Background: an optimization exercise with open tools, aiming at a short achievable clock period and few clock cycles. Do not read the settings as production practice. In this exercise RTL edits were held to simulation tests only and were not proved equivalent to the original. Power is estimated from default activity; no workload was simulated.

==> flow/design.v (outline; a module is shown in full before it is edited, if it fits) <==
// module mul_cs: 1931 lines
// module Alu_decoder: 24 lines
// module Main_decoder: 94 lines
// module control_unit: 30 lines
// module fetch_next: 46 lines
// module adder: 7 lines
// module mux: 19 lines
// module register_file: 28 lines
// module shift_Lft_2: 9 lines
// module sign_e: 11 lines
// module mips: 175 lines
module mips (
    input wire clk,
    input wire rst,
    output wire [31:0] imem_addr,
    input  wire [31:0] imem_rdata,
    output wire [31:0] dmem_addr,
    output wire [31:0] dmem_wdata,
    output wire        dmem_we,
    input  wire [31:0] dmem_rdata
);
  // ...
==> flow/flow/run.sh <==
#!/bin/bash
set -euo pipefail
MARGIN=${MARGIN:-17}
sed -e "s|CLKGATE_MAP_FILE= |CLKGATE_MAP_FILE= SETUP_SLACK_MARGIN=${MARGIN} 'BUFFER_PORTS_ARGS=-buffer_cell sky130_fd_sc_hd__buf_4' |" standard.sh > standard_margin.sh
bash standard_margin.sh > make_flow.log 2>&1 || { tail -50 make_flow.log; exit 1; }
tail -5 make_flow.log
==> flow/standard.sh <==
#!/bin/bash
# synth_recipe.tcl (not shown) runs the flow's synth.tcl, then flattens the netlist and writes it again
# the make line also repeats each setting of config.mk as NAME=value (left out here)
make -C /OpenROAD-flow-scripts/flow DESIGN_CONFIG=/design/flow/config.mk WORK_HOME=/design/flow/orfs CLKGATE_MAP_FILE= SYNTH_SCRIPT=/design/flow/synth_recipe.tcl "${@:-finish}"
==> flow/config.mk <==
export PLATFORM = sky130hd
export DESIGN_NAME = mips
export DESIGN_NICKNAME = mips
export VERILOG_FILES = /design/flow/design.v
export SDC_FILE = /design/flow/constraint.sdc
export NUM_CORES = 4
export LEC_CHECK = 0
export CAP_MARGIN = 20
export CORE_MARGIN = 2
export CORE_UTILIZATION = 40
export SLEW_MARGIN = 20
export SYNTH_HIERARCHICAL = 1
==> flow/constraint.sdc <==
create_clock -name core_clock -period 23.0 [get_ports {clk}]
set_input_delay 4.6000 -clock core_clock [delete_from_list [all_inputs] [get_ports {clk}]]
set_output_delay 4.6000 -clock core_clock [all_outputs]
set_load 0.01 [all_outputs]
==> impl_metrics.tcl, run 1 <==
set metrics [dict create \
    status "no timing/DRC/antenna violations" \
    wl_met2_um 142400 \
    internal_power_w 0.005330 \
    holdWs_ps 327.0 \
    finalCritPeriodShare 0.2667 \
    area_delta_synth_final_pct 11.10 \
    diodes 3 \
    critical_path.cell_chain "buf_6 -> or4_4 -> or4_4 -> a211o_4 -> buf_12 -> o41ai_4 -> buf_4" \
    via_count 65470 \
    grtUsageMet1 0.3597 \
    yosysMostFrequentCell "edfxtp_1" \
    startpoint_type "primary input" \
    ys_seq_elements 1596 \
    layout_common_cells "edfxtp_1, mux2i_1, inv_1" \
    combinationalPower_w 0.00124 \
    combPwrFrac 0.167 \
    highest_layer "met5" \
    seq_area_um2 44530 \
    grt_max_degree 99 \
    worstMarginPinSlew_ps 1123 \
    rsz0062_at_grt "yes" \
    syn_avg_cell_area_um2 12.34 \
    cp_num_buf_inv 3 \
    viasPerCell 6.137 \
]
Testbench counts, summed over its fixed seeds: cycles 37,594.
==> module fetch_next, before the edit <==
module fetch_next (
    input  wire [31:0] inst,    
    input  wire [31:0] pc4,     
    input  wire [23:0] hip,     
    input  wire [23:0] him,     
    input  wire [31:0] pcs,     
    input  wire        hold,    
    output wire [31:0] pcx
);
wire j  = (inst[31:26] == 6'b000010);
wire bs = (inst[31:26] == 6'b000100) & (inst[25:21] == inst[20:16])
        & ((inst[15:5] == {11{1'b0}}) | (inst[15:5] == {11{1'b1}}));
wire [5:0] a = pc4[7:2];
wire [5:0] b = inst[5:0];
wire [5:0] p0 = a ^ b;
wire [5:0] g0 = a & b;
wire g1_1 = g0[1] | (p0[1] & g0[0]);
wire g1_2 = g0[2] | (p0[2] & g0[1]);
wire p1_2 = p0[2] & p0[1];
wire g1_3 = g0[3] | (p0[3] & g0[2]);
wire p1_3 = p0[3] & p0[2];
wire g1_4 = g0[4] | (p0[4] & g0[3]);
wire p1_4 = p0[4] & p0[3];
wire g1_5 = g0[5] | (p0[5] & g0[4]);
wire p1_5 = p0[5] & p0[4];
wire g2_2 = g1_2 | (p1_2 & g0[0]);
wire g2_3 = g1_3 | (p1_3 & g1_1);
wire g2_4 = g1_4 | (p1_4 & g1_2);
wire p2_4 = p1_4 & p1_2;
wire g2_5 = g1_5 | (p1_5 & g1_3);
wire p2_5 = p1_5 & p1_3;
wire g3_4 = g2_4 | (p2_4 & g0[0]);
wire g3_5 = g2_5 | (p2_5 & g1_1);
wire [5:0] lo;
assign lo[0] = p0[0];
assign lo[1] = p0[1] ^ g0[0];
assign lo[2] = p0[2] ^ g1_1;
assign lo[3] = p0[3] ^ g2_2;
assign lo[4] = p0[4] ^ g2_3;
assign lo[5] = p0[5] ^ g3_4;
wire co = g3_5;
wire [23:0] hi = (b[5] == co) ? pc4[31:8] : co ? hip : him;
wire [31:0] bt = {hi, lo, 2'b00};
wire [31:0] jt = {pc4[31:28], inst[25:0], 2'b00};
assign pcx = (j & ~hold) ? jt : (bs & ~hold) ? bt : pcs;
endmodule
==> module mips, before the edit <==
module mips (
    input wire clk,
    input wire rst,
    output wire [31:0] imem_addr,
    input  wire [31:0] imem_rdata,
    output wire [31:0] dmem_addr,
    output wire [31:0] dmem_wdata,
    output wire        dmem_we,
    input  wire [31:0] dmem_rdata
);
reg  [31:0] pc_f;
wire [31:0] pc4_f = pc_f + 32'd4;
wire [31:0] inst_f = imem_rdata;
reg  [31:0] pc_o;
assign imem_addr = pc_o;
reg         v_d;
reg  [31:0] ir_d;
reg  [31:0] pc4_d;
wire [5:0] op_d  = ir_d[31:26];
wire [4:0] rs_d  = ir_d[25:21];
wire [4:0] rt_d  = ir_d[20:16];
wire [4:0] rd_d  = ir_d[15:11];
wire [5:0] fn_d  = ir_d[5:0];
wire [31:0] imm_d = {{16{ir_d[15]}}, ir_d[15:0]};
wire is_r_d    = (op_d == 6'b000000);
wire is_addi_d = (op_d == 6'b001000);
wire is_lw_d   = (op_d == 6'b100011);
wire is_sw_d   = (op_d == 6'b101011);
wire is_beq_d  = (op_d == 6'b000100) & (rs_d != rt_d);
wire bsl_d     = (op_d == 6'b000100) & (rs_d == rt_d)
               & ~((ir_d[15:5] == 11'd0) | (ir_d[15:5] == 11'h7FF));
wire is_mul_d  = is_r_d & (fn_d == 6'b011100);
wire is_sub_d  = is_r_d & (fn_d == 6'b100010);
wire is_slt_d  = is_r_d & (fn_d == 6'b101010);
wire wr_d      = is_r_d | is_addi_d | is_lw_d;
wire [4:0] wdst_d = is_r_d ? rd_d : rt_d;
wire use_rs_d  = is_r_d | is_addi_d | is_lw_d | is_sw_d | is_beq_d;
wire use_rt_d  = is_r_d | is_sw_d | is_beq_d;
wire isel_d    = is_addi_d | is_lw_d | is_sw_d;
reg         wr_e, ld_e, mul_e, sw_e, sub_e, slt_e;
reg  [4:0]  wdst_e;
reg  [31:0] a_e, b_e, st_e, ma_e, mb_e;
wire [31:0] alu_e;
reg         wr_m, ld_m, mul_m, we_m;
reg  [4:0]  wdst_m;
reg  [31:0] res_m, std_m, s_m, c_m, da_m;
wire [31:0] val_m;
reg         wr_w;
reg  [4:0]  wdst_w;
reg  [31:0] res_w;
wire [31:0] rf_rs, rf_rt;
register_file RF (
    .A1(rs_d), .A2(rt_d), .A3(wdst_w), .wd3(res_w),
    .clk(clk), .rst(rst), .we3(wr_w),
    .rd1(rf_rs), .rd2(rf_rt)
);
wire he_rs = wr_e & (wdst_e == rs_d);
wire hm_rs = wr_m & (wdst_m == rs_d);
wire hw_rs = wr_w & (wdst_w == rs_d);
wire he_rt = wr_e & (wdst_e == rt_d);
wire hm_rt = wr_m & (wdst_m == rt_d);
wire hw_rt = wr_w & (wdst_w == rt_d);
wire [31:0] fwd_rs = he_rs ? alu_e : hm_rs ? val_m : hw_rs ? res_w : rf_rs;
wire [31:0] fwd_rt = he_rt ? alu_e : hm_rt ? val_m : hw_rt ? res_w : rf_rt;
wire late_e = ld_e | mul_e;
wire stall_d = v_d & (
      (use_rs_d & he_rs & late_e)
    | (use_rt_d & he_rt & late_e));
reg         beq_e;
reg  [31:0] bt_e;
wire        taken_e = beq_e & (a_e == b_e);
wire [31:0] bt_d    = pc4_d + {imm_d[29:0], 2'b00};
wire stall_f = stall_d & ~taken_e;
wire go_d = v_d & ~stall_d & ~taken_e;
wire        tkd_d  = v_d & bsl_d;
wire        hold_f = taken_e | tkd_d | stall_d;
wire [31:0] pcs_f  = taken_e ? bt_e : tkd_d ? bt_d : stall_d ? pc_f : pc4_f;
wire [31:0] pcx_f;
fetch_next FN (
    .inst(inst_f), .pc4(pc4_f),
    .hip(pc4_f[31:8] + 24'd1), .him(pc4_f[31:8] - 24'd1),
    .pcs(pcs_f), .hold(hold_f), .pcx(pcx_f)
);
always @(posedge clk or negedge rst) begin
    if (!rst) begin
        pc_f <= 32'd0;
        v_d  <= 1'b0;
    end else begin
        pc_f <= pcx_f;
        if (taken_e | tkd_d)
            v_d <= 1'b0;
        else if (!stall_d)
            v_d <= 1'b1;
    end
end
always @(posedge clk)
    pc_o <= rst ? pcx_f : 32'd0;
always @(posedge clk) begin
    if (!stall_f) begin
        ir_d  <= inst_f;
        pc4_d <= pc4_f;
    end
end
always @(posedge clk or negedge rst) begin
    if (!rst) begin
        wr_e  <= 1'b0;
        ld_e  <= 1'b0;
        mul_e <= 1'b0;
        sw_e  <= 1'b0;
        beq_e <= 1'b0;
    end else begin
        beq_e <= go_d & is_beq_d;
        wr_e  <= go_d & wr_d;
        ld_e  <= go_d & is_lw_d;
        mul_e <= go_d & is_mul_d;
        sw_e  <= go_d & is_sw_d;
    end
end
always @(posedge clk) begin
    wdst_e <= wdst_d;
    bt_e   <= bt_d;
    sub_e  <= is_sub_d;
    slt_e  <= is_slt_d;
    a_e    <= fwd_rs;
    b_e    <= isel_d ? imm_d : fwd_rt;
    st_e   <= fwd_rt;
    if (go_d & is_mul_d) begin
        ma_e <= fwd_rs;
        mb_e <= fwd_rt;
    end
end
wire [31:0] add_e = a_e + b_e;
wire [32:0] sub_e33 = {1'b0, a_e} - {1'b0, b_e};
assign alu_e = slt_e ? {31'd0, sub_e33[32]} : sub_e ? sub_e33[31:0] : add_e;
wire [31:0] ms_e, mc_e;
mul_cs MUL (.a(ma_e), .b(mb_e), .s(ms_e), .c(mc_e));
always @(posedge clk or negedge rst) begin
    if (!rst) begin
        wr_m <= 1'b0;
        ld_m <= 1'b0;
        mul_m <= 1'b0;
    end else begin
        wr_m <= wr_e;
        ld_m <= ld_e;
        mul_m <= mul_e;
    end
end
always @(posedge clk)
    we_m <= sw_e;
always @(posedge clk) begin
    wdst_m <= wdst_e;
    res_m  <= alu_e;
    da_m   <= add_e;
    std_m  <= st_e;
    if (mul_e) begin
        s_m <= ms_e;
        c_m <= mc_e;
    end
end
assign dmem_addr  = da_m;
assign dmem_wdata = std_m;
assign dmem_we    = we_m;
wire [31:0] mulsum_m = s_m + c_m;
assign val_m = ld_m ? dmem_rdata : mul_m ? mulsum_m : res_m;
always @(posedge clk or negedge rst) begin
    if (!rst)
        wr_w <= 1'b0;
    else
        wr_w <= wr_m;
end
always @(posedge clk) begin
    wdst_w <= wdst_m;
    res_w  <= val_m;
end
endmodule
==> inputs of run 2 (changes only) <==
--- a/flow/design.v
+++ b/flow/design.v
@@ -1,13 +1,14 @@
 module mul_cs (
     input  wire [31:0] a,
     input  wire [31:0] b,
     output wire [31:0] s,
-    output wire [31:0] c
+    output wire [31:0] c,
+    output wire [31:0] d
 );
 wire w1;
 wire w2;
 wire w3;
 wire w4;
 wire w5;
 wire w6;
 wire w7;
@@ -869,76 +870,16 @@
 wire w863;
 wire w864;
 wire w865;
 wire w866;
 wire w867;
 wire w868;
 wire w869;
 wire w870;
-wire w871;
-wire w872;
-wire w873;
-wire w874;
-wire w875;
-wire w876;
-wire w877;
-wire w878;
-wire w879;
-wire w880;
-wire w881;
-wire w882;
-wire w883;
-wire w884;
-wire w885;
-wire w886;
-wire w887;
-wire w888;
-wire w889;
-wire w890;
-wire w891;
-wire w892;
-wire w893;
-wire w894;
-wire w895;
-wire w896;
-wire w897;
-wire w898;
-wire w899;
-wire w900;
-wire w901;
-wire w902;
-wire w903;
-wire w904;
-wire w905;
-wire w906;
-wire w907;
-wire w908;
-wire w909;
-wire w910;
-wire w911;
-wire w912;
-wire w913;
-wire w914;
-wire w915;
-wire w916;
-wire w917;
-wire w918;
-wire w919;
-wire w920;
-wire w921;
-wire w922;
-wire w923;
-wire w924;
-wire w925;
-wire w926;
-wire w927;
-wire w928;
-wire w929;
-wire w930;
 assign w1 = (a[28]&b[0]) ^ (a[27]&b[1]);
 assign w2 = (a[28]&b[0]) & (a[27]&b[1]);
 assign w3 = (a[29]&b[0]) ^ (a[28]&b[1]) ^ (a[27]&b[2]);
 assign w4 = ((a[29]&b[0]) & (a[28]&b[1])) | ((a[29]&b[0]) & (a[27]&b[2])) | ((a[28]&b[1]) & (a[27]&b[2]));
 assign w5 = (a[26]&b[3]) ^ (a[25]&b[4]);
 assign w6 = (a[26]&b[3]) & (a[25]&b[4]);
 assign w7 = (a[30]&b[0]) ^ (a[29]&b[1]) ^ (a[28]&b[2]);
 assign w8 = ((a[30]&b[0]) & (a[29]&b[1])) | ((a[30]&b[0]) & (a[28]&b[2])) | ((a[29]&b[1]) & (a[28]&b[2]));
@@ -1799,140 +1740,112 @@
 assign w863 = w794 ^ w796 ^ w797;
 assign w864 = (w794 & w796) | (w794 & w797) | (w796 & w797);
 assign w865 = w798 ^ w800 ^ w801;
 assign w866 = (w798 & w800) | (w798 & w801) | (w800 & w801);
 assign w867 = w802 ^ w804 ^ w805;
 assign w868 = (w802 & w804) | (w802 & w805) | (w804 & w805);
 assign w869 = w806 ^ w808 ^ w809;
 assign w870 = (w806 & w808) | (w806 & w809) | (w808 & w809);
-assign w871 = (a[2]&b[0]) ^ (a[1]&b[1]);
-assign w872 = (a[2]&b[0]) & (a[1]&b[1]);
-assign w873 = w813 ^ (a[1]&b[2]) ^ (a[0]&b[3]);
-assign w874 = (w813 & (a[1]&b[2])) | (w813 & (a[0]&b[3])) | ((a[1]&b[2]) & (a[0]&b[3]));
-assign w875 = w814 ^ w815 ^ (a[0]&b[4]);
-assign w876 = (w814 & w815) | (w814 & (a[0]&b[4])) | (w815 & (a[0]&b[4]));
-assign w877 = w816 ^ w817 ^ (a[0]&b[5]);
-assign w878 = (w816 & w817) | (w816 & (a[0]&b[5])) | (w817 & (a[0]&b[5]));
-assign w879 = w818 ^ w819 ^ w711;
-assign w880 = (w818 & w819) | (w818 & w711) | (w819 & w711);
-assign w881 = w820 ^ w821 ^ w715;
-assign w882 = (w820 & w821) | (w820 & w715) | (w821 & w715);
-assign w883 = w822 ^ w823 ^ w719;
-assign w884 = (w822 & w823) | (w822 & w719) | (w823 & w719);
-assign w885 = w824 ^ w825 ^ w723;
-assign w886 = (w824 & w825) | (w824 & w723) | (w825 & w723);
-assign w887 = w826 ^ w827 ^ w727;
-assign w888 = (w826 & w827) | (w826 & w727) | (w827 & w727);
-assign w889 = w828 ^ w829 ^ w731;
-assign w890 = (w828 & w829) | (w828 & w731) | (w829 & w731);
-assign w891 = w830 ^ w831 ^ w735;
-assign w892 = (w830 & w831) | (w830 & w735) | (w831 & w735);
-assign w893 = w832 ^ w833 ^ w739;
-assign w894 = (w832 & w833) | (w832 & w739) | (w833 & w739);
-assign w895 = w834 ^ w835 ^ w743;
-assign w896 = (w834 & w835) | (w834 & w743) | (w835 & w743);
-assign w897 = w836 ^ w837 ^ w747;
-assign w898 = (w836 & w837) | (w836 & w747) | (w837 & w747);
-assign w899 = w838 ^ w839 ^ w751;
-assign w900 = (w838 & w839) | (w838 & w751) | (w839 & w751);
-assign w901 = w840 ^ w841 ^ w755;
-assign w902 = (w840 & w841) | (w840 & w755) | (w841 & w755);
-assign w903 = w842 ^ w843 ^ w759;
-assign w904 = (w842 & w843) | (w842 & w759) | (w843 & w759);
-assign w905 = w844 ^ w845 ^ w763;
-assign w906 = (w844 & w845) | (w844 & w763) | (w845 & w763);
-assign w907 = w846 ^ w847 ^ w767;
-assign w908 = (w846 & w847) | (w846 & w767) | (w847 & w767);
-assign w909 = w848 ^ w849 ^ w771;
-assign w910 = (w848 & w849) | (w848 & w771) | (w849 & w771);
-assign w911 = w850 ^ w851 ^ w775;
-assign w912 = (w850 & w851) | (w850 & w775) | (w851 & w775);
-assign w913 = w852 ^ w853 ^ w779;
-assign w914 = (w852 & w853) | (w852 & w779) | (w853 & w779);
-assign w915 = w854 ^ w855 ^ w783;
-assign w916 = (w854 & w855) | (w854 & w783) | (w855 & w783);
-assign w917 = w856 ^ w857 ^ w787;
-assign w918 = (w856 & w857) | (w856 & w787) | (w857 & w787);
-assign w919 = w858 ^ w859 ^ w791;
-assign w920 = (w858 & w859) | (w858 & w791) | (w859 & w791);
-assign w921 = w860 ^ w861 ^ w795;
-assign w922 = (w860 & w861) | (w860 & w795) | (w861 & w795);
-assign w923 = w862 ^ w863 ^ w799;
-assign w924 = (w862 & w863) | (w862 & w799) | (w863 & w799);
-assign w925 = w864 ^ w865 ^ w803;
-assign w926 = (w864 & w865) | (w864 & w803) | (w865 & w803);
-assign w927 = w866 ^ w867 ^ w807;
-assign w928 = (w866 & w867) | (w866 & w807) | (w867 & w807);
-assign w929 = w868 ^ w869 ^ w811;
-assign w930 = (w868 & w869) | (w868 & w811) | (w869 & w811);
 assign s[0] = (a[0]&b[0]);
 assign c[0] = 1'b0;
+assign d[0] = 1'b0;
 assign s[1] = (a[1]&b[0]);
 assign c[1] = (a[0]&b[1]);
-assign s[2] = w871;
-assign c[2] = (a[0]&b[2]);
-assign s[3] = w872;
-assign c[3] = w873;
-assign s[4] = w874;
-assign c[4] = w875;
-assign s[5] = w876;
-assign c[5] = w877;
-assign s[6] = w878;
-assign c[6] = w879;
-assign s[7] = w880;
-assign c[7] = w881;
-assign s[8] = w882;
-assign c[8] = w883;
-assign s[9] = w884;
-assign c[9] = w885;
-assign s[10] = w886;
-assign c[10] = w887;
-assign s[11] = w888;
-assign c[11] = w889;
-assign s[12] = w890;
-assign c[12] = w891;
-assign s[13] = w892;
-assign c[13] = w893;
-assign s[14] = w894;
-assign c[14] = w895;
-assign s[15] = w896;
-assign c[15] = w897;
-assign s[16] = w898;
-assign c[16] = w899;
-assign s[17] = w900;
-assign c[17] = w901;
-assign s[18] = w902;
-assign c[18] = w903;
-assign s[19] = w904;
-assign c[19] = w905;
-assign s[20] = w906;
-assign c[20] = w907;
-assign s[21] = w908;
-assign c[21] = w909;
-assign s[22] = w910;
-assign c[22] = w911;
-assign s[23] = w912;
-assign c[23] = w913;
-assign s[24] = w914;
-assign c[24] = w915;
-assign s[25] = w916;
-assign c[25] = w917;
-assign s[26] = w918;
-assign c[26] = w919;
-assign s[27] = w920;
-assign c[27] = w921;
-assign s[28] = w922;
-assign c[28] = w923;
-assign s[29] = w924;
-assign c[29] = w925;
-assign s[30] = w926;
-assign c[30] = w927;
-assign s[31] = w928;
-assign c[31] = w929;
+assign d[1] = 1'b0;
+assign s[2] = (a[2]&b[0]);
+assign c[2] = (a[1]&b[1]);
+assign d[2] = (a[0]&b[2]);
+assign s[3] = w813;
+assign c[3] = (a[1]&b[2]);
+assign d[3] = (a[0]&b[3]);
+assign s[4] = w814;
+assign c[4] = w815;
+assign d[4] = (a[0]&b[4]);
+assign s[5] = w816;
+assign c[5] = w817;
+assign d[5] = (a[0]&b[5]);
+assign s[6] = w818;
+assign c[6] = w819;
+assign d[6] = w711;
+assign s[7] = w820;
+assign c[7] = w821;
+assign d[7] = w715;
+assign s[8] = w822;
+assign c[8] = w823;
+assign d[8] = w719;
+assign s[9] = w824;
+assign c[9] = w825;
+assign d[9] = w723;
+assign s[10] = w826;
+assign c[10] = w827;
+assign d[10] = w727;
+assign s[11] = w828;
+assign c[11] = w829;
+assign d[11] = w731;
+assign s[12] = w830;
+assign c[12] = w831;
+assign d[12] = w735;
+assign s[13] = w832;
+assign c[13] = w833;
+assign d[13] = w739;
+assign s[14] = w834;
+assign c[14] = w835;
+assign d[14] = w743;
+assign s[15] = w836;
+assign c[15] = w837;
+assign d[15] = w747;
+assign s[16] = w838;
+assign c[16] = w839;
+assign d[16] = w751;
+assign s[17] = w840;
+assign c[17] = w841;
+assign d[17] = w755;
+assign s[18] = w842;
+assign c[18] = w843;
+assign d[18] = w759;
+assign s[19] = w844;
+assign c[19] = w845;
+assign d[19] = w763;
+assign s[20] = w846;
+assign c[20] = w847;
+assign d[20] = w767;
+assign s[21] = w848;
+assign c[21] = w849;
+assign d[21] = w771;
+assign s[22] = w850;
+assign c[22] = w851;
+assign d[22] = w775;
+assign s[23] = w852;
+assign c[23] = w853;
+assign d[23] = w779;
+assign s[24] = w854;
+assign c[24] = w855;
+assign d[24] = w783;
+assign s[25] = w856;
+assign c[25] = w857;
+assign d[25] = w787;
+assign s[26] = w858;
+assign c[26] = w859;
+assign d[26] = w791;
+assign s[27] = w860;
+assign c[27] = w861;
+assign d[27] = w795;
+assign s[28] = w862;
+assign c[28] = w863;
+assign d[28] = w799;
+assign s[29] = w864;
+assign c[29] = w865;
+assign d[29] = w803;
+assign s[30] = w866;
+assign c[30] = w867;
+assign d[30] = w807;
+assign s[31] = w868;
+assign c[31] = w869;
+assign d[31] = w811;
 endmodule
 module Alu_decoder (
     input wire [5:0] funct,
     input wire [1:0] Alu_op,
     output reg [2:0] Alu_control
 );
 always @(*)
     begin
@@ -2113,17 +2026,19 @@
 wire [5:0] lo;
 assign lo[0] = p0[0];
 assign lo[1] = p0[1] ^ g0[0];
 assign lo[2] = p0[2] ^ g1_1;
 assign lo[3] = p0[3] ^ g2_2;
 assign lo[4] = p0[4] ^ g2_3;
 assign lo[5] = p0[5] ^ g3_4;
 wire co = g3_5;
-wire [23:0] hi = (b[5] == co) ? pc4[31:8] : co ? hip : him;
+wire [23:0] hi1 = b[5] ? pc4[31:8] : hip;
+wire [23:0] hi0 = b[5] ? him : pc4[31:8];
+wire [23:0] hi = co ? hi1 : hi0;
 wire [31:0] bt = {hi, lo, 2'b00};
 wire [31:0] jt = {pc4[31:28], inst[25:0], 2'b00};
 assign pcx = (j & ~hold) ? jt : (bs & ~hold) ? bt : pcs;
 endmodule
 module adder (
     input wire [31:0] A,
     input wire [31:0] B,
     output wire [31:0] C
@@ -2237,17 +2152,17 @@
 wire use_rt_d  = is_r_d | is_sw_d | is_beq_d;
 wire isel_d    = is_addi_d | is_lw_d | is_sw_d;
 reg         wr_e, ld_e, mul_e, sw_e, sub_e, slt_e;
 reg  [4:0]  wdst_e;
 reg  [31:0] a_e, b_e, st_e, ma_e, mb_e;
 wire [31:0] alu_e;
 reg         wr_m, ld_m, mul_m, we_m;
 reg  [4:0]  wdst_m;
-reg  [31:0] res_m, std_m, s_m, c_m, da_m;
+reg  [31:0] res_m, std_m, s_m, c_m, d_m, da_m;
 wire [31:0] val_m;
 reg         wr_w;
 reg  [4:0]  wdst_w;
 reg  [31:0] res_w;
 wire [31:0] rf_rs, rf_rt;
 register_file RF (
     .A1(rs_d), .A2(rt_d), .A3(wdst_w), .wd3(res_w),
     .clk(clk), .rst(rst), .we3(wr_w),
@@ -2267,38 +2182,41 @@
     | (use_rt_d & he_rt & late_e));
 reg         beq_e;
 reg  [31:0] bt_e;
 wire        taken_e = beq_e & (a_e == b_e);
 wire [31:0] bt_d    = pc4_d + {imm_d[29:0], 2'b00};
 wire stall_f = stall_d & ~taken_e;
 wire go_d = v_d & ~stall_d & ~taken_e;
 wire        tkd_d  = v_d & bsl_d;
-wire        hold_f = taken_e | tkd_d | stall_d;
-wire [31:0] pcs_f  = taken_e ? bt_e : tkd_d ? bt_d : stall_d ? pc_f : pc4_f;
+reg         booted;
+wire        hold_f = taken_e | tkd_d | stall_d | ~booted;
+wire [31:0] pcs_f  = ~booted ? 32'd0 : taken_e ? bt_e : tkd_d ? bt_d : stall_d ? pc_f : pc4_f;
 wire [31:0] pcx_f;
 fetch_next FN (
     .inst(inst_f), .pc4(pc4_f),
     .hip(pc4_f[31:8] + 24'd1), .him(pc4_f[31:8] - 24'd1),
     .pcs(pcs_f), .hold(hold_f), .pcx(pcx_f)
 );
 always @(posedge clk or negedge rst) begin
     if (!rst) begin
-        pc_f <= 32'd0;
-        v_d  <= 1'b0;
+        pc_f   <= 32'd0;
+        v_d    <= 1'b0;
+        booted <= 1'b0;
     end else begin
+        booted <= 1'b1;
         pc_f <= pcx_f;
-        if (taken_e | tkd_d)
+        if (taken_e | tkd_d | ~booted)
             v_d <= 1'b0;
         else if (!stall_d)
             v_d <= 1'b1;
     end
 end
 always @(posedge clk)
-    pc_o <= rst ? pcx_f : 32'd0;
+    pc_o <= pcx_f;
 always @(posedge clk) begin
     if (!stall_f) begin
         ir_d  <= inst_f;
         pc4_d <= pc4_f;
     end
 end
 always @(posedge clk or negedge rst) begin
     if (!rst) begin
@@ -2326,18 +2244,18 @@
     if (go_d & is_mul_d) begin
         ma_e <= fwd_rs;
         mb_e <= fwd_rt;
     end
 end
 wire [31:0] add_e = a_e + b_e;
 wire [32:0] sub_e33 = {1'b0, a_e} - {1'b0, b_e};
 assign alu_e = slt_e ? {31'd0, sub_e33[32]} : sub_e ? sub_e33[31:0] : add_e;
-wire [31:0] ms_e, mc_e;
-mul_cs MUL (.a(ma_e), .b(mb_e), .s(ms_e), .c(mc_e));
+wire [31:0] ms_e, mc_e, md_e;
+mul_cs MUL (.a(ma_e), .b(mb_e), .s(ms_e), .c(mc_e), .d(md_e));
 always @(posedge clk or negedge rst) begin
     if (!rst) begin
         wr_m <= 1'b0;
         ld_m <= 1'b0;
         mul_m <= 1'b0;
     end else begin
         wr_m <= wr_e;
         ld_m <= ld_e;
@@ -2349,22 +2267,25 @@
 always @(posedge clk) begin
     wdst_m <= wdst_e;
     res_m  <= alu_e;
     da_m   <= add_e;
     std_m  <= st_e;
     if (mul_e) begin
         s_m <= ms_e;
         c_m <= mc_e;
+        d_m <= md_e;
     end
 end
 assign dmem_addr  = da_m;
 assign dmem_wdata = std_m;
 assign dmem_we    = we_m;
-wire [31:0] mulsum_m = s_m + c_m;
+wire [31:0] mx_m = s_m ^ c_m ^ d_m;
+wire [31:0] my_m = (s_m & c_m) | (s_m & d_m) | (c_m & d_m);
+wire [31:0] mulsum_m = mx_m + {my_m[30:0], 1'b0};
 assign val_m = ld_m ? dmem_rdata : mul_m ? mulsum_m : res_m;
 always @(posedge clk or negedge rst) begin
     if (!rst)
         wr_w <= 1'b0;
     else
         wr_w <= wr_m;
 end
 always @(posedge clk) begin
==> flow/flow/run.sh (replaced) <==
#!/bin/bash
set -euo pipefail
MARGIN=${MARGIN:-17.4}
sed -e "s|CLKGATE_MAP_FILE= |CLKGATE_MAP_FILE= SETUP_SLACK_MARGIN=${MARGIN} 'BUFFER_PORTS_ARGS=-buffer_cell sky130_fd_sc_hd__buf_4' |" standard.sh > standard_margin.sh
bash standard_margin.sh > make_flow.log 2>&1 || { tail -50 make_flow.log; exit 1; }
tail -5 make_flow.log
==> flow/config.mk (replaced) <==
export PLATFORM = sky130hd
export DESIGN_NAME = mips
export DESIGN_NICKNAME = mips
export VERILOG_FILES = /design/flow/design.v
export SDC_FILE = /design/flow/constraint.sdc
export NUM_CORES = 4
export LEC_CHECK = 0
export CAP_MARGIN = 20
export CORE_MARGIN = 2
export CORE_UTILIZATION = 60
export CTS_CLUSTER_DIAMETER = 100
export CTS_CLUSTER_SIZE = 25
export SLEW_MARGIN = 20
export SYNTH_HIERARCHICAL = 1
==> impl_metrics.tcl, run 2 <==
set metrics [dict create \
    largest_reg_flops 1024 \
    nNetsFinal 8054 \
    critPathArrivalTime_ps 6550 \
    fmax_mhz 168.9 \
    placed_cell_area_um2 96230 \
    synth_ff_type "edfxtp_1" \
    clock-root-buffer "clkbuf_16" \
    total_leakage_power_nw 38.39 \
    met1Wirelength_um 121000 \
    finalCritPeriodShare 0.2574 \
    routed-wl-met3_um 34920 \
    finClkSkew_ps 52.06 \
    hold_end "std_m[15]" \
    ctsLongestPathBuffers 3 \
    core_um2 155800 \
    viasPerCell 6.895 \
    dpl.hpwl_um 193600 \
    grt_max_degree 112 \
    top_register "RF.reg_f" \
    yosys_warnings 8 \
    dieArea_um2 159600 \
    setup_viol 0 \
    worstSetupPathType "in2reg" \
    firstDrtPassIters 8 \
    avgRoutedWirePerCell_um 32.73 \
    drtIter0Drc 8637 \
    syn_inst 7543 \
    slew_headroom 0.1719 \
    yosysMostFrequentCell "edfxtp_1" \
    via_count 65610 \
    pin_count 163 \
    htreeDepth 3 \
    seq_area_um2 45630 \
    synth-edff-count 1248 \
    hold_start "st_e[15]" \
    synth_top_area_cell "edfxtp_1" \
    drive_gt1_frac 0.1415 \
    finalSetupTns_ps 0 \
    cts_tree "built" \
    grt_usage 0.3882 \
    dp.cells 9344 \
    synth_top_family_by_area "multiplexers" \
    synth_area_um2 93840 \
    ys_seq_area_frac 0.4846 \
    layout_common_cells "edfxtp_1, mux2i_1, inv_1" \
    peakVddDrop_mv 0.06750 \
    final_area_um2 100400 \
    area_delta_synth_final_pct 7.013 \
    highest_layer "met5" \
    synthArstFlopShare 0.04604 \
    dieWidth_um 399.5 \
    cp_max_fo 7 \
    syn_avg_cell_area_um2 12.44 \
    synthSimpleGateAreaFrac 0.08909 \
    portBuffers 162 \
    max_cap_viol_count 0 \
    synthDistinctLibCells 114 \
    timing.rr.start "ir_d[22]" \
    synth_compound_area_frac 0.09445 \
    cts_inserted_buffers 78 \
    synth-xor-area-share 0.02785 \
    cp.required_ps 23630 \
    drc_errors 0 \
    grt_overflow_total 0 \
    synth_top_area_share 0.3994 \
    routed_wl_um 311400 \
    synth_area_leaders "edfxtp_1, fa_1, mux2i_1" \
    gp_congestion 0.9559 \
    layout_commonest_cell "edfxtp_1" \
    rows 145 \
    hp-class "reg2reg" \
    synthMuxAreaShare 0.1405 \
    final-hold-violation-count 0 \
    status "no timing/DRC/antenna violations" \
    r2r_cells 18 \
    r2r_setup_slack_ps 17490 \
    ant_nets 0 \
    startpoint_type "primary input" \
    worstHoldPathCells 0 \
    grt_pass1_wl_um 446100 \
    period_minus_slack_ps 5920 \
    clock-sinks 1629 \
    insertion_delay_ps 760 \
    clk_pin_slew_ps 110 \
    finalMaxSlewViolations 0 \
    multi_input_area_um2 44300 \
    grt_pass1_vias 65010 \
    crit_path_end_kind "register" \
    rsz0062_at_grt "yes" \
    num-fill-cells 11880 \
    ys_seq_elements 1629 \
    wl_met2_um 139700 \
    synth.cells.most_frequent "edfxtp_1, mux2i_1, inv_1, nand2_1, fa_1" \
    rr_endpoint "pc_f[21]" \
    antenna_found_initial 11 \
    stdcell_count 9515 \
    start_util 0.6021 \
    p_per_area_nw_per_um2 56.18 \
    worstMarginPinSlew_ps 1242 \
    chipHeight_um 399.5 \
    synthAdderAreaFrac 0.1101 \
]
-- run 2: kinds of logic (layout without fill, tap and decap cells) --
| kind of cell | after synthesis | after routing |
|---|---|---|
| AND/OR/NAND/NOR | 1671 | 1675 |
| AO/OA/AOI/OAI | 1304 | 1305 |
| multiplexers | 975 | 975 |
| XOR/XNOR | 296 | 296 |
| buffers and inverters | 1089 | 989 |
| adder cells (fa/ha/maj) | 577 | 577 |
| other | 2 | 11 |
| flip-flops | 1629 | 1629 |
-- run 2: metal layers --
layer	global-route usage	vias up
li1	-	27240
met1	0.5458	33540
met2	0.5904	4075
met3	0.07843	740
met4	0.1676	6
met5	0	-
-- run 2: layout make-up --
class | instances | area share
antenna | 7 | 0.0001744
clock buffer | 108 | 0.02119
clock inverter | 11 | 0.001794
inverter | 513 | 0.01920
multi-input combinational | 4832 | 0.4411
sequential | 1629 | 0.4544
tap | 2058 | 0.02564
timing repair buffer | 357 | 0.03644
-- run 2: worst max-delay path by stage --
stage	startpoint	to	slack, ps	cells past startpoint
global placement	imem_rdata[5]	pc_f[3]	15130	7
floorplan	imem_rdata[31]	pc_f[10]	16750	6
detailed placement	imem_rdata[5]	pc_f[3]	15190	7
global route	imem_rdata[31]	pc_o[3]	17070	8
CTS	pc_o[2]	imem_addr[2]	17120	1
finish	imem_rdata[31]	pc_o[3]	17080	8
-- run 2: Yosys stat by module, one instance, submodules excluded --
module         area (µm²)  cells  flip-flops and latches
register_file       50110   3014                    1056
mips                28520   2768                     573
mul_cs              13450   1526                       0
fetch_next           1762    235                       0
-- run 2: worst max-delay path: stages --
cell	delay, ps
buf_6	90
or4_4	560
nor4_4	350
o2111ai_4	160
buf_12	190
buf_12	150
or3_1	300
o211ai_1	120
-- run 2: where the power goes --
part	internal, W	switching (W)
Sequential	0.00326	0.0000808
Combinational	0.000241	0.000410
Clock	0.000667	0.000981
Total	0.00417	0.00147
-- run 2: timing repair --
action / in CTS / in global routing
hold buffers: 0 / 0
gates resized for setup: 272 / 52
setup endpoints to repair: 176 / 174
cloned: 14 / 5
setup buffers: 18 / 7
pin swaps: 19 / 20
-- run 2: stage by stage --
stage,hold slack [ps],total power (W),util,setup WS (ps)
2_1_floorplan,309.6,0.003772,-,16750
3_3_place_gp,311.7,0.004013,0.6175,15130
3_5_place_dp,312.1,0.004018,0.6175,15190
4_1_cts,331.6,0.005630,0.6416,17120
5_1_grt,342.0,0.005782,0.6443,17070
6_report,331.7,0.005642,0.6444,17080
Testbench counts of run 2, summed over its fixed seeds: cycles 37,690.
==> inputs of run 3 (changes only) <==
--- a/flow/config.mk
+++ b/flow/config.mk
@@ -7,7 +7,7 @@
 export LEC_CHECK = 0
 export CAP_MARGIN = 20
 export CORE_MARGIN = 2
-export CORE_UTILIZATION = 60
+export CORE_UTILIZATION = 70
 export CTS_CLUSTER_DIAMETER = 100
 export CTS_CLUSTER_SIZE = 25
 export SLEW_MARGIN = 20
==> impl_metrics.tcl, run 3 <==
set metrics [dict create \
    status "no timing/DRC/antenna violations" \
    dieArea_um2 137000 \
    power.clock.fraction 0.290 \
    synth_area_um2 93840 \
    yosys_warnings 8 \
    cts_inserted_buffers 78 \
    synth-edff-count 1248 \
    grt_max_degree 111 \
    rr_endpoint "pc_o[4]" \
    grt_usage 0.4362 \
    clock-root-buffer "clkbuf_16" \
    finalMaxSlewViolations 0 \
    nNetsFinal 8045 \
    setup_slack_ps 17070 \
    ys_seq_area_frac 0.4846 \
    grt_pass1_vias 66740 \
    ctsLongestPathBuffers 3 \
    dpl.hpwl_um 187900 \
    via_count 66820 \
    hp-class "reg2reg" \
    fmax_mhz 168.7 \
    gp_congestion 0.9813 \
    combPwrFrac 0.113 \
    hold_start "sw_e" \
    start_util 0.7040 \
    ant_nets 0 \
    peakVddDrop_mv 0.09723 \
    cp_max_fo 5 \
    dieWidth_um 370.1 \
    switching_share 0.2602 \
    final_area_um2 99710 \
    chipHeight_um 370.1 \
    ys_seq_elements 1629 \
    timing.rr.start "ir_d[16]" \
    synthArstFlopShare 0.04604 \
    grt_overflow_total 0 \
    antenna_found_initial 8 \
    clk_pin_slew_ps 100 \
    p_switching_w 0.001462 \
    setup_viol 0 \
    largest_reg_flops 1024 \
    core_um2 133300 \
    htreeDepth 3 \
    rows 134 \
    firstDrtPassIters 6 \
    insertion_delay_ps 760 \
    period_minus_slack_ps 5927 \
    drtIter0Drc 10300 \
    r2r_setup_slack_ps 17310 \
    layout_commonest_cell "edfxtp_1" \
    critPathArrivalTime_ps 6510 \
    synth_top_area_share 0.3994 \
    rsz0062_at_grt "yes" \
    clock-sinks 1629 \
    pin_count 163 \
    critPathCapture "pc_o[4]" \
    synth.cells.most_frequent "edfxtp_1, mux2i_1, inv_1, nand2_1, fa_1" \
    syn_inst 7543 \
    final-hold-violation-count 0 \
    worstSetupPathType "in2reg" \
    cp.required_ps 23580 \
    synth_area_leaders "edfxtp_1, fa_1, mux2i_1" \
    finalCritPeriodShare 0.2577 \
    yosysMostFrequentCell "edfxtp_1" \
    synthDistinctLibCells 114 \
    total_power_w 0.005617 \
    total_leakage_power_nw 38.27 \
    portBuffers 162 \
    drive_gt1_frac 0.1381 \
    top_register "RF.reg_f" \
    finalSetupTns_ps 0 \
    viasPerCell 7.245 \
    cts_hold_buf 0 \
    worstMarginPinSlew_ps 1120 \
    routed_wl_um 298900 \
    slew_headroom 0.2522 \
    layout_common_cells "edfxtp_1, mux2i_1, inv_1" \
    max_cap_viol_count 0 \
    synth_top_area_cell "edfxtp_1" \
    r2r_cells 18 \
    syn_avg_cell_area_um2 12.44 \
    avgRoutedWirePerCell_um 32.41 \
    cts_tree "built" \
    finClkSkew_ps 60.54 \
    grt_pass1_wl_um 433900 \
    startpoint "imem_rdata[31]" \
    p_per_area_nw_per_um2 56.34 \
    placed_cell_area_um2 95810 \
    synth_ff_type "edfxtp_1" \
    power.share.sequential 0.597 \
    drc_errors 0 \
    dp_slack_ps 15560 \
    area_delta_synth_final_pct 6.253 \
    crit_path_end_kind "register" \
    internal_power_w 0.004155 \
    startpoint_type "primary input" \
]
==> run 3: cell count changes in the layout (fill, tap and decap cells not counted), moves of 4 or more <==
cell       change
o21ai_1       +12
clkbuf_16      -4
buf_12        -10
a31oi_2        -5
or4b_4         -4
dfxtp_1        -6
clkbuf_1       +8
a31oi_1        +8
o21ai_4        -7
dfxtp_2        +5
==> run 3: through the flow <==
stage,utilization,instances,hold WS (ps)
after floorplan,-,7545,309.6
after global placement,0.7188,9053,328.5
after detailed placement,0.7188,9053,335.4
after CTS,0.7460,9209,365.5
after global routing,0.7480,9219,376.1
final,0.7480,9223,371.3
==> run 3: kinds of logic (layout without fill, tap and decap cells) <==
kind of cell | after synthesis | in the layout | share of synthesized area
AO/OA/AOI/OAI | 1304 | 1305 | 0.09446
XOR/XNOR | 296 | 296 | 0.02785
adder cells (fa/ha/maj) | 577 | 577 | 0.1101
buffers and inverters | 1089 | 994 | 0.05335
flip-flops | 1629 | 1629 | 0.4846
multiplexers | 975 | 975 | 0.1405
other | 2 | 8 | 0.00008003
AND/OR/NAND/NOR | 1671 | 1671 | 0.08909
==> run 3: final cells by class <==
| class | instances | area [µm²] |
|---|---|---|
| Clock inverter | 16 | 251.5 |
| Inverter | 513 | 1928 |
| Timing Repair Buffer | 352 | 3551 |
| Antenna cell | 4 | 10.01 |
| Sequential cell | 1629 | 45640 |
| Fill cell | 8553 | 33580 |
| Clock buffer | 113 | 2083 |
| Multi-Input combinational cell | 4828 | 44030 |
| Tap cell | 1768 | 2212 |
==> run 3: worst max-delay path, cell delays in order <==
cell,delay [ps]
buf_6,90
or4_4,560
buf_6,140
or4b_4,560
buf_8,190
clkbuf_16,180
nand3_1,70
o211ai_1,100
==> run 3: layer usage <==
| metal | global-route usage | share of wire |
|---|---|---|
| met1 | 0.5896 | 0.35 |
| met5 | 0 | 0.000087 |
| met3 | 0.1170 | 0.14 |
| met2 | 0.6477 | 0.44 |
| met4 | 0.2422 | 0.067 |
==> run 3: power by group through the flow <==
stage / clock network, W / logic, W / registers, W
floorplan: 0 / 0.000388 / 0.00338
global placement: 0 / 0.000588 / 0.00341
detailed placement: 0 / 0.000596 / 0.00341
CTS: 0.00163 / 0.000611 / 0.00335
global route: 0.00172 / 0.000664 / 0.00336
finish: 0.00163 / 0.000635 / 0.00335
==> run 3: per-module statistics from Yosys (local to each module, per instance) <==
module         cell area [µm²]  flops+latches  cells inside  times used
register_file            50110           1056          3014           1
mips                     28520            573          2768           1
mul_cs                   13450              0          1526           1
fetch_next                1762              0           235           1
==> run 3: worst min path at each step <==
| stage | endpoint | slack, ps | cells past startpoint |
|---|---|---|---|
| floorplan | std_m[0] | 310 | 0 |
| global placement | we_m | 330 | 0 |
| detailed placement | we_m | 340 | 0 |
| CTS | we_m | 370 | 0 |
| global route | we_m | 380 | 0 |
| finish | we_m | 370 | 0 |
==> run 3: timing repair <==
action / CTS / global route
endpoints found under the hold margin: 0 / 0
resized for setup: 251 / 31
buffers inserted: 13 / 6
gates cloned: 14 / 3
setup endpoints to repair: 202 / 177
pin swaps: 7 / 3
==> inputs of run 4 (changes only) <==
--- a/flow/design.v
+++ b/flow/design.v
@@ -2122,11 +2122,10 @@
     output wire        dmem_we,
     input  wire [31:0] dmem_rdata
 );
-reg  [31:0] pc_f;
+reg  [31:0] pc_f;       
 wire [31:0] pc4_f = pc_f + 32'd4;
 wire [31:0] inst_f = imem_rdata;
-reg  [31:0] pc_o;
-assign imem_addr = pc_o;
+assign imem_addr = pc_f;
 reg         v_d;
 reg  [31:0] ir_d;
 reg  [31:0] pc4_d;
@@ -2198,12 +2197,10 @@
 );
 always @(posedge clk or negedge rst) begin
     if (!rst) begin
-        pc_f   <= 32'd0;
         v_d    <= 1'b0;
         booted <= 1'b0;
     end else begin
         booted <= 1'b1;
-        pc_f <= pcx_f;
         if (taken_e | tkd_d | ~booted)
             v_d <= 1'b0;
         else if (!stall_d)
@@ -2211,7 +2208,7 @@
     end
 end
 always @(posedge clk)
-    pc_o <= pcx_f;
+    pc_f <= pcx_f;
 always @(posedge clk) begin
     if (!stall_f) begin
         ir_d  <= inst_f;
==> impl_metrics.tcl, run 4 <==
set metrics [dict create \
    status "no timing/DRC/antenna violations" \
    clock-sinks 1597 \
    top_register "RF.reg_f" \
    routed_wl_um 298500 \
    internal_power_w 0.004095 \
    final-hold-violation-count 0 \
    cp.depth 7 \
    cp_slowest_cell "or4_4" \
    drc_errors 0 \
    syn_avg_cell_area_um2 12.39 \
    synth-edff-count 1248 \
    portBuffers 162 \
    grt_max_degree 114 \
    finalSetupTns_ps 0 \
    dpl.hpwl_um 187500 \
    nNetsFinal 8031 \
    finalCritPeriodShare 0.2569 \
    worstHoldPathCells 0 \
    insertion_delay_ps 740 \
    yosysMostFrequentCell "edfxtp_1" \
    firstDrtPassIters 8 \
    synthArstFlopShare 0.02693 \
    setup_viol 0 \
    layout_commonest_cell "edfxtp_1" \
    drtIter0Drc 9548 \
    synth_ff_type "edfxtp_1" \
    power.clock.fraction 0.291 \
    dieArea_um2 135900 \
    cp_max_fo 21 \
    layout_common_cells "edfxtp_1, mux2i_1, inv_1" \
    synth_top_area_cell "edfxtp_1" \
    final_util 0.7492 \
    synth.cells.most_frequent "edfxtp_1, mux2i_1, inv_1, nand2_1, fa_1" \
    max_cap_viol_count 0 \
    critical_path.cell_chain "buf_6 -> or4_4 -> nor4_4 -> o2111ai_4 -> buf_12 -> or3_1 -> o211ai_1" \
    p_switching_w 0.001433 \
    hp-class "reg2reg" \
    htreeDepth 3 \
    dieWidth_um 368.6 \
    core_um2 131600 \
    rows 133 \
    cts_hold_buf 0 \
    grt_usage 0.4403 \
    synthDistinctLibCells 114 \
    area_delta_synth_final_pct 5.982 \
    slew_headroom 0.2187 \
    startpoint_type "primary input" \
    grt_overflow_total 0 \
    avgRoutedWirePerCell_um 32.51 \
    largest_reg_flops 1024 \
    period_minus_slack_ps 5909 \
    clock-root-buffer "clkbuf_16" \
    antenna_found_initial 8 \
    drive_gt1_frac 0.1379 \
    fmax_mhz 169.2 \
    viasPerCell 7.222 \
    gp_congestion 0.9972 \
    grt_pass1_vias 66710 \
    critPathArrivalTime_ps 6560 \
    r2r_cells 16 \
    clk_pin_slew_ps 100 \
    rsz0062_at_grt "yes" \
    yosys_warnings 8 \
    p_per_area_nw_per_um2 56.05 \
    switching_share 0.2592 \
    start_util 0.7069 \
    cp_num_buf_inv 2 \
    ys_seq_elements 1597 \
    finClkSkew_ps 38.98 \
    cp_top_family "simple AND/OR/NAND/NOR gates" \
    crit_path_end_kind "register" \
    ys_seq_area_frac 0.4801 \
    worstSetupPathType "in2reg" \
    peakVddDrop_mv 0.06063 \
    power.share.sequential 0.597 \
    finalMaxSlewViolations 0 \
    grt_pass1_wl_um 435000 \
    cp.required_ps 23650 \
    synth_area_um2 93050 \
    cts_tree "built" \
    via_count 66320 \
    cpPeakStageDelay_ps 560 \
    synth_area_leaders "edfxtp_1, fa_1, mux2i_1" \
    synth_top_area_share 0.4027 \
    final_area_um2 98620 \
    ctsLongestPathBuffers 3 \
    num-fill-cells 8468 \
    syn_inst 7513 \
    cts_inserted_buffers 77 \
    placed_cell_area_um2 95000 \
    pin_count 163 \
    total_leakage_power_nw 37.76 \
    chipHeight_um 368.6 \
    combPwrFrac 0.112 \
    ant_nets 0 \
    worstMarginPinSlew_ps 1161 \
]
==> run 4: changes by cell type after synthesis, sizes merged <==
cell,before,now
dfrtp,75,43
buf,275,278
clkbuf,301,300
==> run 4: timing repair <==
action                     CTS  global route
pin swaps                    8             3
gates cloned                 8             0
setup endpoints to repair  162           137
buffers inserted            41             3
gates resized for setup    243            29
==> run 4: logic make-up (layout without fill, tap and decap cells) <==
logic type                 count (synthesis)  after routing  synth area share
DFF                                     1597           1597            0.4801
muxes                                    975            975            0.1417
and+or+nand+nor                         1671           1671           0.08985
AOI/OAI and AO/OA                       1304           1306           0.09525
adders and majority gates                577            577            0.1110
xor gates and xnor gates                 296            296           0.02809
other                                      2              5        0.00008071
buffers and inverters                   1091           1000           0.05395
==> run 4: layout make-up <==
class / instances / area (µm²) / share of cell area
diodes: 1 / 2.502 / 0.00002537
clock buffers: 104 / 2081 / 0.02110
clock inverters: 13 / 217.7 / 0.002208
inverters: 513 / 1928 / 0.01955
multi-input cells: 4829 / 43840 / 0.4446
flip-flops and latches: 1597 / 44910 / 0.4554
well taps: 1755 / 2196 / 0.02227
repair buffers: 370 / 3441 / 0.03489
==> run 4: power groups by stage <==
stage | combinational, W | sequential [W] | clock [W]
detailed placement | 0.000583 | 0.00336 | 0
global placement | 0.000576 | 0.00336 | 0
CTS | 0.000600 | 0.00329 | 0.00160
global route | 0.000649 | 0.00331 | 0.00170
floorplan | 0.000388 | 0.00333 | 0
finish | 0.000619 | 0.00330 | 0.00161
==> run 4: path summary, 6_finish.rpt <==
check | startpoint | endpoint | slack [ps]
min in group asynchronous | rst | RF.wv[4] | 3870
max | imem_rdata[31] | pc_f[3] | 17090
min | st_e[13] | std_m[13] | 340
max in group asynchronous | rst | mul_e | 18670
min reg2reg | st_e[13] | std_m[13] | 340
max reg2reg | ir_d[25] | pc_f[3] | 17310
==> run 4: per-module statistics from Yosys (local to each module, per instance) <==
module,area [µm²],copies in the design,cells inside,flops+latches
mips,27730,1,2738,541
register_file,50110,1,3014,1056
fetch_next,1762,1,235,0
mul_cs,13450,1,1526,0
==> run 4: routing by layer <==
layer,GRT usage,up-vias,wire length (µm)
met1,0.5822,32730,102100
met4,0.2528,10,20550
met3,0.1221,1113,43620
li1,-,27140,-
met2,0.6606,5325,132200
met5,0,-,76
==> run 4: stage by stage <==
| stage | power [W] | hold slack [ps] | setup WS [ps] | cells |
|---|---|---|---|---|
| 4_1_cts | 0.005500 | 335.1 | 17130 | 9178 |
| 3_3_place_gp | 0.003933 | 311.5 | 15380 | 9011 |
| 5_1_grt | 0.005654 | 340.4 | 17010 | 9181 |
| 3_5_place_dp | 0.003943 | 315.0 | 15390 | 9012 |
| 6_report | 0.005528 | 337.0 | 17090 | 9182 |
| 2_1_floorplan | 0.003714 | 309.6 | 16780 | 7515 |
==> run 4: worst reg2reg max path, cell delays in order, from the launching register on <==
cell,delay [ps]
edfxtp_1,910
buf_4,750
xor2_1,210
nor4_1,90
nand3_1,90
buf_4,400
a21oi_1,200
and2_1,210
buf_4,210
nand2_1,530
nand2_1,150
or4_4,550
nor4_4,370
o2111ai_4,270
buf_12,240
or3_1,340
o211ai_1,90
Testbench counts of run 4, summed over its fixed seeds: cycles 37,690.
==> inputs of run 5 (changes only) <==
--- a/flow/design.v
+++ b/flow/design.v
@@ -2000,8 +2000,7 @@
     output wire [31:0] pcx
 );
 wire j  = (inst[31:26] == 6'b000010);
-wire bs = (inst[31:26] == 6'b000100) & (inst[25:21] == inst[20:16])
-        & ((inst[15:5] == {11{1'b0}}) | (inst[15:5] == {11{1'b1}}));
+wire bs = (inst[31:26] == 6'b000100) & (inst[25:21] == inst[20:16]);
 wire [5:0] a = pc4[7:2];
 wire [5:0] b = inst[5:0];
 wire [5:0] p0 = a ^ b;
--- a/flow/config.mk
+++ b/flow/config.mk
@@ -7,7 +7,7 @@
 export LEC_CHECK = 0
 export CAP_MARGIN = 20
 export CORE_MARGIN = 2
-export CORE_UTILIZATION = 70
+export CORE_UTILIZATION = 80
 export CTS_CLUSTER_DIAMETER = 100
 export CTS_CLUSTER_SIZE = 25
 export SLEW_MARGIN = 20
==> impl_metrics.tcl, run 5 <==
set metrics [dict create \
    total_leakage_power_nw 37.39 \
    grt_pass1_wl_um 456500 \
    status "no timing/DRC/antenna violations" \
    synth_top_area_cell "edfxtp_1" \
    synth_area_um2 92920 \
    finalSetupTns_ps 0 \
    grtUsageMet2 0.7693 \
    layout_common_cells "edfxtp_1, mux2i_1, nand2_1" \
    max_cap_viol_count 0 \
    start_util 0.8028 \
    finalMaxSlewViolations 0 \
    period_minus_slack_ps 5852 \
    drive_gt1_frac 0.1403 \
    finClkSkew_ps 38.81 \
    syn_avg_cell_area_um2 12.42 \
    rsz0062_at_grt "yes" \
    peakVddDrop_mv 0.1180 \
    internal_power_w 0.004087 \
    synth.cells.most_frequent "edfxtp_1, mux2i_1, nand2_1, inv_1, fa_1" \
    dp.cells 8742 \
    grt_overflow_total 0 \
    power.clock.fraction 0.287 \
    synth_ff_type "edfxtp_1" \
    power.share.sequential 0.598 \
    met3_usage 0.2269 \
    insertion_delay_ps 740 \
    core_um2 115700 \
    synthArstFlopShare 0.02693 \
    viasPerCell 7.862 \
    fmax_mhz 170.9 \
    chipHeight_um 344.8 \
    ys_seq_area_frac 0.4808 \
    area_delta_synth_final_pct 5.487 \
    cts_tree "built" \
    grt_max_degree 115 \
    routed_wl_um 316600 \
    grt_usage 0.5314 \
    synth-edff-count 1248 \
    worstSetupPathType "reg2out" \
    setup_viol 0 \
    stdcell_count 8925 \
    cp_slowest_cell "dfxtp_4" \
    worstMarginPinSlew_ps 1180 \
    antenna_found_initial 19 \
    firstDrtPassIters 7 \
    dpl.hpwl_um 194000 \
    cpPeakStageDelay_ps 420 \
    critical_path.cell_chain "buf_6" \
    ctsLongestPathBuffers 3 \
    via_count 70170 \
    drc_errors 0 \
    final-hold-violation-count 0 \
    cp_num_buf_inv 1 \
    cp.required_ps 18400 \
    grt.busiest_layer "met2" \
    synthDistinctLibCells 109 \
    largest_reg_flops 1024 \
    switching_share 0.2633 \
    critPathArrivalTime_ps 1250 \
    pin_count 163 \
    combPwrFrac 0.114 \
    rows 125 \
    finalCritPeriodShare 0.2544 \
    ys_seq_elements 1597 \
    clock-sinks 1597 \
    cp_top_family "flip-flops" \
    dieArea_um2 118900 \
    nNetsFinal 7990 \
    htreeDepth 3 \
    grtUsageMet1 0.6450 \
    synth_area_leaders "edfxtp_1, fa_1, mux2i_1" \
    crit_path_end_kind "output port" \
    syn_inst 7479 \
    p_per_area_nw_per_um2 56.60 \
    synth_top_area_share 0.4033 \
    gp_congestion 1.007 \
    ant_nets 0 \
    yosysMostFrequentCell "edfxtp_1" \
    startpoint_type "register" \
    drtIter0Drc 13310 \
    avgRoutedWirePerCell_um 35.47 \
    clock-root-buffer "clkbuf_16" \
    yosys_warnings 8 \
    dieWidth_um 344.8 \
    cp_max_fo 2 \
    top_register "RF.reg_f" \
    cts_inserted_buffers 75 \
    portBuffers 162 \
    dp_slack_ps 15610 \
    cts_hold_buf 0 \
    slew_headroom 0.2131 \
    p_switching_w 0.001461 \
    hp-class "reg2reg" \
    layout_commonest_cell "edfxtp_1" \
    grt_pass1_vias 71450 \
    clk_pin_slew_ps 100 \
    setup_slack_ps 17150 \
    total_power_w 0.005548 \
]
-- run 5: changes by cell type in the layout (fill, tap and decap cells not counted), moves of 12 or more --
| cell | previous run | this run |
|---|---|---|
| diode_2 | 1 | 16 |
| nand2_1 | 481 | 507 |
| and3_1 | 105 | 87 |
| o21ai_0 | 263 | 283 |
| a2bb2oi_1 | 4 | 21 |
| o21ai_2 | 2 | 14 |
| a21oi_1 | 267 | 229 |
| a31oi_1 | 47 | 23 |
| nor2_1 | 257 | 273 |
| o31ai_1 | 13 | 28 |
| a211oi_1 | 25 | 42 |
| o21ai_1 | 47 | 34 |
| and2_1 | 320 | 296 |
-- run 5: logic make-up (layout without fill, tap and decap cells) --
| logic type | after synthesis | after routing | share of synthesized area |
|---|---|---|---|
| AO/OA/AOI/OAI | 1293 | 1294 | 0.09528 |
| XOR/XNOR | 299 | 299 | 0.02902 |
| adder cells (fa/ha/maj) | 577 | 577 | 0.1111 |
| buffers and inverters | 1080 | 983 | 0.05382 |
| flip-flops | 1597 | 1597 | 0.4808 |
| multiplexers | 975 | 975 | 0.1418 |
| other | 2 | 20 | 0.00008083 |
| AND/OR/NAND/NOR | 1656 | 1656 | 0.08801 |
-- run 5: metrics by stage --
| stage | cell area [µm²] | hold WS (ps) | util |
|---|---|---|---|
| finish | 98020 | 340.0 | 0.8469 |
| global route | 97980 | 344.2 | 0.8466 |
| CTS | 97720 | 342.2 | 0.8443 |
| detailed placement | 94470 | 312.1 | 0.8163 |
| global placement | 94470 | 325.7 | 0.8163 |
| floorplan | 93010 | 309.6 | - |
-- run 5: path summary, 6_finish.rpt --
check	to	slack (ps)	depth (start not counted)	startpoint
worst max register to register	ma_e[23]	17450	12	ir_d[21]
worst min register to register	std_m[5]	340	0	st_e[5]
max in group asynchronous	mul_e	18660	1	rst
worst max-delay path	imem_addr[29]	17150	1	pc_f[29]
worst min-delay path	std_m[5]	340	0	st_e[5]
min in group asynchronous	RF.wv[17]	3850	1	rst
-- run 5: power groups by stage --
stage | combinational, W | sequential [W] | clock [W]
final | 0.000634 | 0.00332 | 0.00159
after global routing | 0.000651 | 0.00332 | 0.00165
after CTS | 0.000600 | 0.00331 | 0.00156
after detailed placement | 0.000575 | 0.00337 | 0
after global placement | 0.000560 | 0.00337 | 0
after floorplan | 0.000386 | 0.00333 | 0
-- run 5: repair_timing --
item                       4_1_cts  5_1_grt
buffers inserted                37        9
gates cloned                     3        2
setup endpoints to repair      127      133
pin swaps                        5        3
resized for setup              240       31
-- run 5: layer usage --
| metal | routed length, µm | vias up |
|---|---|---|
| met5 | 101 | - |
| met4 | 30430 | 14 |
| met3 | 58530 | 2226 |
| met2 | 134200 | 7659 |
| met1 | 93350 | 33260 |
| li1 | - | 27010 |
-- run 5: area by class of cell --
cell class | count | area [µm²]
Sequential cell | 1597 | 44920
Antenna cell | 16 | 40.04
Tap cell | 1524 | 1907
Clock inverter | 13 | 207.7
Timing Repair Buffer | 356 | 3264
Inverter | 512 | 1924
Clock buffer | 102 | 1999
Fill cell | 5603 | 17720
Multi-Input combinational cell | 4805 | 43760
-- run 5: worst register-to-register path: stages, from the launching register on --
cell and delay [ps]:
edfxtp_1 550, buf_12 630, buf_4 1050, buf_6 650, mux2i_1 280, a221oi_1 610
o21ai_1 180, a21oi_1 160, and3_1 350, mux2i_1 200, a21oi_1 400, o21ai_0 190
o31ai_1 120
-- run 5: per-module statistics from Yosys (local to each module, per instance) --
module         copies in the design  cells
mips                              1   2709
register_file                     1   3014
fetch_next                        1    230
mul_cs                            1   1526
Testbench counts of run 5, summed over its fixed seeds: cycles 37,690.
==> inputs of run 6 (changes only) <==
--- a/flow/config.mk
+++ b/flow/config.mk
@@ -7,7 +7,7 @@
 export LEC_CHECK = 0
 export CAP_MARGIN = 20
 export CORE_MARGIN = 2
-export CORE_UTILIZATION = 80
+export CORE_UTILIZATION = 85
 export CTS_CLUSTER_DIAMETER = 100
 export CTS_CLUSTER_SIZE = 25
 export SLEW_MARGIN = 20
==> impl_metrics.tcl, run 6 <==
set metrics [dict create \
    synth_area_leaders "edfxtp_1, fa_1, mux2i_1" \
    ys_seq_area_frac 0.4808 \
    synth-edff-count 1248 \
    yosys_warnings 8 \
    worstEndpointGrtRepair "imem_addr[30]" \
    ctsLongestPathBuffers 3 \
    chipHeight_um 334.6 \
    synth_ff_type "edfxtp_1" \
    syn_inst 7479 \
    start_util 0.8548 \
    clock-sinks 1597 \
    status "aborted with a tool error" \
    portBuffers 162 \
    dieWidth_um 334.6 \
    cts_inserted_buffers 76 \
    synth_top_area_cell "edfxtp_1" \
    synth.cells.most_frequent "edfxtp_1, mux2i_1, nand2_1, inv_1, fa_1" \
    htreeDepth 3 \
    rows 121 \
    dpl.hpwl_um 210600 \
    synthArstFlopShare 0.02693 \
    firstError "[ERROR GRT-0232] Routing congestion too high. Check the congestion heatmap in the GUI." \
    clock-root-buffer "clkbuf_16" \
    ys_seq_elements 1597 \
    synth_area_um2 92920 \
    dp.cells 8626 \
    worstEndpointType "top-level output" \
    grt_usage 0.7815 \
    syn_avg_cell_area_um2 12.42 \
    synth_top_area_share 0.4033 \
    pin_count 163 \
    grt_overflow_total 7 \
    grt_max_degree 114 \
    gp_congestion 1.030 \
    synthDistinctLibCells 109 \
    last-stage-reached "5_1_grt" \
    yosysMostFrequentCell "edfxtp_1" \
    cts_hold_buf 0 \
]
## run 6: kinds of logic after synthesis
| logic type | count (synthesis) | synth area share |
|---|---|---|
| AO/OA/AOI/OAI | 1293 | 0.09528 |
| XOR/XNOR | 299 | 0.02902 |
| adder cells (fa/ha/maj) | 577 | 0.1111 |
| buffers and inverters | 1080 | 0.05382 |
| flip-flops | 1597 | 0.4808 |
| multiplexers | 975 | 0.1418 |
| other | 2 | 0.00008083 |
| AND/OR/NAND/NOR | 1656 | 0.08801 |
## run 6: timing repair
item | 4_1_cts
resized for setup | 249
endpoints found under the setup margin | 162
cloned | 4
buffers inserted | 42
pin swaps | 3
## run 6: power by group through the flow
stage	logic [W]	registers [W]	clock network [W]
global placement	0.000556	0.00337	0
CTS	0.000625	0.00332	0.00160
floorplan	0.000386	0.00333	0
detailed placement	0.000584	0.00338	0
## run 6: per-module statistics from Yosys (local to each module, per instance)
module	copies in the design	cells	cell area (µm²)
mul_cs	1	1526	13450
mips	1	2709	27540
fetch_next	1	230	1814
register_file	1	3014	50110
## run 6: how the worst min path moves through the flow
stage | startpoint | slack, ps | end | cells past startpoint
after CTS | st_e[10] | 330 | std_m[10] | 0
after global placement | st_e[10] | 310 | std_m[10] | 0
after detailed placement | st_e[10] | 310 | std_m[10] | 0
after floorplan | st_e[0] | 310 | std_m[0] | 0
## run 6: layer usage
metal	track usage	overflow
met1	0.7834	0
met4	0.7355	4
met3	0.6652	2
met5	0.3860	0
met2	0.9298	1
## run 6: per-stage QoR
step / total power (W) / util / area, µm² / hold slack, ps / setup slack (ps)
detailed placement: 0.003962 / 0.8681 / 94360 / 312.8 / 15610
floorplan: 0.003717 / - / 93010 / 309.6 / 16860
global placement: 0.003923 / 0.8677 / 94320 / 312.7 / 15690
CTS: 0.005546 / 0.8991 / 97730 / 331.8 / 17170

[port drivers added, routing unchanged]
No port has a modelled driver above. Below, the same layouts with a new extraction and two added sets of constraints.
Step 1, drivers: a clkbuf_16 drives clk and a buf_2 each remaining input, both assumed.
Step 2 moves the port delays by t, midway between the first and last clock arrival at a register: inputs arrive t later, outputs are due t later. That takes back most of the time a late clock gives input paths.
Three values: no drivers, after step 1, after step 2; two values: the first two.
| run | t (ns) | slack for setup (ns) | clock arrival spread, ns | slew at the worst register clock pin (ns) |
|---|---|---|---|---|
| run 1 | 0.902 | 16.866 / 16.906 / 16.015 | 0.063 / 0.064 | 0.09 / 0.09 |
| run 2 | 0.815 | 17.080 / 17.055 / 16.319 | 0.064 / 0.063 | 0.12 / 0.12 |
| run 3 | 0.817 | 17.073 / 17.043 / 16.315 | 0.062 / 0.062 | 0.11 / 0.11 |
| run 4 | 0.805 | 17.091 / 17.054 / 16.336 | 0.042 / 0.042 | 0.11 / 0.11 |
| run 5 | 0.803 | 17.148 / 17.064 / 16.376 | 0.042 / 0.042 | 0.12 / 0.12 |
After both steps every run listed still meets setup and hold. For run 1, which loses most, drivers alone change the setup slack by +0.040 ns; drivers and shift together by -0.851 ns.
